Background: an optimization exercise with open tools, aiming at small area. Do not read the settings as production practice.
In this exercise RTL edits were held to simulation tests only and were not proved equivalent to the original.
No activity file was given, so power comes from the tool's default toggle rates.

## build 14
==> flow/design.v (excerpt) <==
module VectorAccumulate #(
    parameter vector_length = 7,
    parameter data_width = 16
) (
    input wire clk,
    input wire [vector_length*data_width-1: 0] vector_in,
    output wire [data_width+$clog2(vector_length)-1: 0] vector_sum
);
Size in the first run: about 170 cells after synthesis, about 130 I/O pins, ~3300 um^2 of cells after synthesis.
==> flow/config.mk <==
export PLATFORM = sky130hd
export DESIGN_NAME = VectorAccumulate
export DESIGN_NICKNAME = VectorAccumulate
export VERILOG_FILES = /design/flow/design.v
export SDC_FILE = /design/flow/constraint.sdc
export NUM_CORES = 4
export LEC_CHECK = 0
export CAP_MARGIN = 20
export CORE_MARGIN = 2
export CORE_UTILIZATION = 40
export SLEW_MARGIN = 20
==> flow/constraint.sdc <==
create_clock -name core_clock -period 4.0 [get_ports {clk}]
set_input_delay 0.8000 -clock core_clock [delete_from_list [all_inputs] [get_ports {clk}]]
set_output_delay 0.8000 -clock core_clock [all_outputs]
set_load 0.01 [all_outputs]
standard.sh (not shown) runs the stock make flow with config.mk's settings and CLKGATE_MAP_FILE= SYNTH_SCRIPT=/design/flow/synth_recipe.tcl, a recipe that flattens the netlist after the stock synthesis.
==> flow/flow/run.sh <==
#!/bin/bash
# The standard layout (standard.sh) with these changes to how it is made:
#  - Yosys's synth runs without its early "abc -fast" pass (-noabc), so that extract_fa
#    finds the design's full and half adders in their plain form and maps them to
#    fa/ha cells without inverters on their pins;
#  - every input and output port still gets a buffer, but a buf_1 rather than the
#    delay-buffer cell buffer_ports picks by default;
#  - clock tree synthesis uses clkbuf_4 buffers and no dummy loads.
# standard.sh's make output goes to standard.log; ORFS writes each step's log under orfs/logs.
set -euo pipefail
export SYNTH_ARGS="-noabc"
export BUFFER_PORTS_ARGS="-buffer_cell sky130_fd_sc_hd__buf_1"
export CTS_ARGS="-sink_clustering_enable -repair_clock_nets -dont_use_dummy_load -buf_list sky130_fd_sc_hd__clkbuf_2 -root_buf sky130_fd_sc_hd__clkbuf_4"
bash standard.sh > standard.log 2>&1
What build 39 does differently from build 14 at the input level:
-- flow/flow/run.sh --
<<< build 14, line 12
export BUFFER_PORTS_ARGS="-buffer_cell sky130_fd_sc_hd__buf_1"
export CTS_ARGS="-sink_clustering_enable -repair_clock_nets -dont_use_dummy_load -buf_list sky130_fd_sc_hd__clkbuf_2 -root_buf sky130_fd_sc_hd__clkbuf_4"
bash standard.sh > standard.log 2>&1
>>> build 39, line 12
export BUFFER_PORTS_ARGS="-buffer_cell sky130_fd_sc_hd__buf_1"
export CTS_ARGS="-sink_clustering_enable -repair_clock_nets -dont_use_dummy_load -buf_list sky130_fd_sc_hd__clkbuf_8 -root_buf sky130_fd_sc_hd__clkbuf_8 -sink_buffer_max_cap_derate 1.0 -sink_clustering_size 69 -sink_clustering_max_diameter 500"
bash standard.sh > standard.log 2>&1
### Flow results
Taking build 14 as the reference, in build 39 number of top-level design ports roughly the same, signed area change from the synthesized netlist to the final layout now larger, per-cell routed wire length neither gained nor lost much, power picked up an extra about 5%.
> inputs changed (build 39 -> build 95)
Settings: CORE_UTILIZATION changed from 40 to 60.
-- flow/flow/run.sh --
<<< build 39, line 12
export BUFFER_PORTS_ARGS="-buffer_cell sky130_fd_sc_hd__buf_1"
export CTS_ARGS="-sink_clustering_enable -repair_clock_nets -dont_use_dummy_load -buf_list sky130_fd_sc_hd__clkbuf_8 -root_buf sky130_fd_sc_hd__clkbuf_8 -sink_buffer_max_cap_derate 1.0 -sink_clustering_size 69 -sink_clustering_max_diameter 500"
bash standard.sh > standard.log 2>&1
>>> build 95, line 12
export BUFFER_PORTS_ARGS="-buffer_cell sky130_fd_sc_hd__buf_1"
export CTS_ARGS="-sink_clustering_enable -repair_clock_nets -dont_use_dummy_load -buf_list sky130_fd_sc_hd__clkbuf_4 -root_buf sky130_fd_sc_hd__clkbuf_4"
bash standard.sh > standard.log 2>&1
==> comparison <==
- The higher detailed-route wire length on metal 1 of build 39 and build 95 is in build 39.
- [build 95] number of placed cells counting well taps fell 33 relative to build 39
- Relative to build 39, the design area measured on build 95 has decreased by a few percent.
- In build 95 the total power per unit cell area turned out 14 nW/um^2 lower than in build 39.
- Relative to build 39, the overall die area measured on build 95 has decreased by more than a quarter.
- Final core utilization is higher on build 95
- In build 95, the final critical-path setup slack came out 27 ps above the value in build 39.
- In build 95 the count of routing violations after the opening detailed-route iteration turned out 35 higher than in build 39.
- Compared with build 39, build 95 shows a higher power share of the sequential group.

## re-timing with driven ports
How much do the figures lean on ideal ports? The routed layouts below were timed once more, with nothing changed but the port constraints.
Step 1 (the two cells are an assumption about what drives the block):
set clk [get_ports {clk}]
set_driving_cell -lib_cell sky130_fd_sc_hd__clkbuf_16 $clk
set_driving_cell -lib_cell sky130_fd_sc_hd__buf_2 [delete_from_list [all_inputs] $clk]
Step 2 moves the port delays by t, midway between the first and last clock arrival at a register: inputs arrive t later, outputs are due t later. That takes back most of the time a late clock gives input paths.
Three values: ideal ports, drivers, drivers and shift; two values: the first two.
run	shift t [ns]	slack for setup (ns)	cell pins on the clock port's net
build 14	0.392	0.402 / 0.402 / 0.010	1
build 39	0.343	0.336 / 0.337 / -0.005	1
build 95	0.390	0.363 / 0.365 / -0.024	1
Met with ideal ports but missed after step 2: setup timing in build 39 and build 95. For build 14, which loses most, drivers alone change the setup slack by 0.000 ns; drivers and shift together by -0.392 ns.
